Context: an optimization exercise on an open-source flow, tuned for small area, a short achievable clock period and few clock cycles. The choices shown serve that exercise and are no tape-out recipe. The RTL was checked by simulation tests, not by an equivalence proof against the original design. Power is estimated from default activity; no workload was simulated.

## wip/indigo
## CPU
module CPU(clk, reset, initPC,
			  imem_addr, imem_rdata,
			  dmem_addr, dmem_wdata, dmem_we, dmem_rdata,
			  halted);
==> flow/config.mk <==
export PLATFORM = sky130hd
export DESIGN_NAME = CPU
export DESIGN_NICKNAME = CPU
export VERILOG_FILES = /design/flow/design.v
export SDC_FILE = /design/flow/constraint.sdc
export NUM_CORES = 4
export LEC_CHECK = 0
export CAP_MARGIN = 20
export CORE_MARGIN = 2
export CORE_UTILIZATION = 40
export CTS_CLUSTER_DIAMETER = 80
export CTS_CLUSTER_SIZE = 16
export SLEW_MARGIN = 20
export SYNTH_HIERARCHICAL = 1
==> flow/constraint.sdc <==
create_clock -name core_clock -period 10.0 [get_ports {clk}]
set_input_delay 2.0000 -clock core_clock [delete_from_list [all_inputs] [get_ports {clk}]]
set_output_delay 2.0000 -clock core_clock [all_outputs]
set_load 0.01 [all_outputs]
standard.sh (not shown) runs the stock make flow with config.mk's settings and CLKGATE_MAP_FILE= SYNTH_SCRIPT=/design/flow/synth_recipe.tcl, a recipe that flattens the netlist after the stock synthesis.
==> flow/flow/run.sh <==
#!/bin/bash
# Own layout flow: the standard flow (standard.sh, every step, its
# synthesis unchanged) with two changes to how the layout is optimised:
#  - the port buffers that global placement inserts are sky130_fd_sc_hd__buf_1
#    rather than the delay buffer buffer_ports picks by default (every input
#    and output port still gets its own buffer, which repair may resize);
#  - repair_timing aims for 5.3 ns of setup slack at the design's 10 ns clock.
# make's full output goes to standard_flow.log in this folder; ORFS's own
# per-step logs stay under orfs/logs.
set -euo pipefail
export BUFFER_PORTS_ARGS="-buffer_cell sky130_fd_sc_hd__buf_1"
export SETUP_SLACK_MARGIN=5.3
bash standard.sh > standard_flow.log 2>&1
Testbench counts of wip/indigo, summed over its fixed seeds: cycles 18,739.
> inputs changed (wip/indigo -> wip/quartz)
# wip/indigo
export LEC_CHECK = 0
export CAP_MARGIN = 20
export CORE_MARGIN = 2
export CORE_UTILIZATION = 40
export CTS_CLUSTER_DIAMETER = 80
export CTS_CLUSTER_SIZE = 16
export SLEW_MARGIN = 20
export SYNTH_HIERARCHICAL = 1
create_clock -name core_clock -period 10.0 [get_ports {clk}]
# wip/quartz
export LEC_CHECK = 0
export CAP_MARGIN = 20
export CORE_MARGIN = 2
export CORE_UTILIZATION = 40
export SETUP_SLACK_MARGIN = 5
export SLEW_MARGIN = 20
export SYNTH_HIERARCHICAL = 1
create_clock -name core_clock -period 10.0 [get_ports {clk}]
==> flow/run.sh (new file) <==
#!/bin/bash
# synth_recipe.tcl (not shown) runs the flow's synth.tcl, then flattens the netlist and writes it again
# the make line also repeats each setting of config.mk as NAME=value (left out here)
make -C /OpenROAD-flow-scripts/flow DESIGN_CONFIG=/design/flow/config.mk WORK_HOME=/design/flow/orfs CLKGATE_MAP_FILE= SYNTH_SCRIPT=/design/flow/synth_recipe.tcl finish
removed: flow/flow/run.sh
removed: flow/standard.sh
wip/quartz | status: complete | timing, DRC, antenna: pass. Summary: with wip/indigo as the reference, final HPWL from detailed placement in wip/quartz moved down slightly. Per the comparison of wip/quartz with wip/indigo, arrival time of data at the critical path endpoint dropped 2.27 ns; area used by sequential logic in the layout saw little to no change; non-clock buffer count -23. Summary — routed length on met3, wip/quartz relative to wip/indigo: lower, by about 2.5%. Row total power of the final layout: wip/quartz higher / wip/indigo lower.
Relative to wip/quartz, the following input files were edited for wip/harbor:
# wip/quartz
export LEC_CHECK = 0
export CAP_MARGIN = 20
export CORE_MARGIN = 2
export CORE_UTILIZATION = 40
export SETUP_SLACK_MARGIN = 5
export SLEW_MARGIN = 20
export SYNTH_HIERARCHICAL = 1
create_clock -name core_clock -period 10.0 [get_ports {clk}]
# wip/harbor
export LEC_CHECK = 0
export CAP_MARGIN = 20
export CORE_MARGIN = 2
export CORE_UTILIZATION = 40
export CTS_BUF_LIST = sky130_fd_sc_hd__clkbuf_8
export CTS_CLUSTER_DIAMETER = 70
export CTS_CLUSTER_SIZE = 12
export SLEW_MARGIN = 20
export SYNTH_HIERARCHICAL = 1
create_clock -name core_clock -period 10.0 [get_ports {clk}]
==> flow/flow/run.sh (new file) <==
#!/bin/bash
# Own layout flow: the standard flow (standard.sh, every step, its
# synthesis unchanged) with two changes to how the layout is optimised:
#  - the port buffers that global placement inserts are sky130_fd_sc_hd__buf_1
#    rather than the delay buffer buffer_ports picks by default (every input
#    and output port still gets its own buffer, which repair may resize);
#  - repair_timing aims for 5.3 ns of setup slack at the design's 10 ns clock.
# make's full output goes to standard_flow.log in this folder; ORFS's own
# per-step logs stay under orfs/logs.
set -euo pipefail
export BUFFER_PORTS_ARGS="-buffer_cell sky130_fd_sc_hd__buf_1"
export SETUP_SLACK_MARGIN=5.3
bash standard.sh > standard_flow.log 2>&1
==> flow/standard.sh (new file) <==
#!/bin/bash
# synth_recipe.tcl (not shown) runs the flow's synth.tcl, then flattens the netlist and writes it again
# the make line also repeats each setting of config.mk as NAME=value (left out here)
make -C /OpenROAD-flow-scripts/flow DESIGN_CONFIG=/design/flow/config.mk WORK_HOME=/design/flow/orfs CLKGATE_MAP_FILE= SYNTH_SCRIPT=/design/flow/synth_recipe.tcl "${@:-finish}"
removed: flow/run.sh
### Flow results
Total power: wip/harbor better than wip/quartz. Per the comparison of wip/harbor with wip/quartz, detailed-routing iteration count for the pre-antenna-repair pass went up 3; combinational logic power held; number of diodes added for antenna fixing went up 3; final area went down 0.0025 mm^2; post-placement cell count held.
[inputs] wip/pepper vs wip/harbor
# wip/harbor
export LEC_CHECK = 0
export CAP_MARGIN = 20
export CORE_MARGIN = 2
export CORE_UTILIZATION = 40
export CTS_BUF_LIST = sky130_fd_sc_hd__clkbuf_8
export CTS_CLUSTER_DIAMETER = 70
export CTS_CLUSTER_SIZE = 12
export SLEW_MARGIN = 20
export SYNTH_HIERARCHICAL = 1
create_clock -name core_clock -period 10.0 [get_ports {clk}]
# wip/pepper
export LEC_CHECK = 0
export CAP_MARGIN = 20
export CORE_MARGIN = 2
export CORE_UTILIZATION = 40
export CTS_CLUSTER_DIAMETER = 100
export CTS_CLUSTER_SIZE = 20
export SLEW_MARGIN = 20
export SYNTH_HIERARCHICAL = 1
create_clock -name core_clock -period 10.0 [get_ports {clk}]
==> flow/flow/run.sh <==
#!/bin/bash
# Own layout flow: the standard flow (standard.sh, every step, its
# synthesis unchanged) with two changes to how the layout is optimised:
#  - the port buffers that global placement inserts are sky130_fd_sc_hd__buf_1
#    rather than the delay buffer buffer_ports picks by default (every input
#    and output port still gets its own buffer, which repair may resize);
#  - repair_timing aims for 6.0 ns of setup slack at the design's 10 ns clock.
# make's full output goes to standard_flow.log in this folder; ORFS's own
# per-step logs stay under orfs/logs.
set -euo pipefail
export BUFFER_PORTS_ARGS="-buffer_cell sky130_fd_sc_hd__buf_1"
export SETUP_SLACK_MARGIN=6.0
bash standard.sh > standard_flow.log 2>&1
Notes after the runs:
In wip/pepper, smallest setup slack after layout is higher than in wip/harbor. In wip/pepper, the global routing usage on met1 came out 1.6 points above the value in wip/harbor. wip/pepper reports a higher core utilization than wip/harbor does. Re number of synthesized flops with an enable pin: no difference whatsoever between wip/harbor and wip/pepper. After detailed routing, wip/harbor needs less wire than wip/pepper. Diff wip/harbor -> wip/pepper: hold slack increased by 0.014 ns relative to the old numbers, fmax increased by 6.4% relative to the old numbers, power increased by about 8% relative to the old numbers, proportion of layout cells with a drive suffix above 1 increased by 4.4 points relative to the old numbers. Looking only at final worst clock skew, and setting everything else aside, the lower value of wip/harbor and wip/pepper goes to wip/pepper.

port drivers added, routing unchanged:
Ports are ideal in the flow. The routed layouts listed here were re-timed in OpenROAD.
Step 1: set_driving_cell puts a clkbuf_16 on clk and a buf_2 on each other input, an assumption about the parent block.
Step 2 also shifts input and output timing later by t, the mid clock arrival at the registers, as if the neighbouring blocks saw the same clock.
Slacks: no drivers / after step 1 / after step 2; pairs: no drivers / after step 1.
run	t (ns)	setup WS [ns]	worst setup path at the end	worst register clock-pin slew, ns
wip/indigo	0.793	5.027 / 4.955 / 4.291	input to register	0.09 / 0.09
wip/quartz	0.845	4.805 / 4.719 / 3.997	input to register	0.07 / 0.07
wip/harbor	0.975	4.862 / 4.780 / 4.135	input to register	0.10 / 0.10
wip/pepper	0.762	5.171 / 5.095 / 5.069	input to register	0.11 / 0.11
After both steps every run listed still meets setup and hold. For wip/quartz, which loses most, drivers alone change the setup slack by -0.086 ns; drivers and shift together by -0.808 ns.
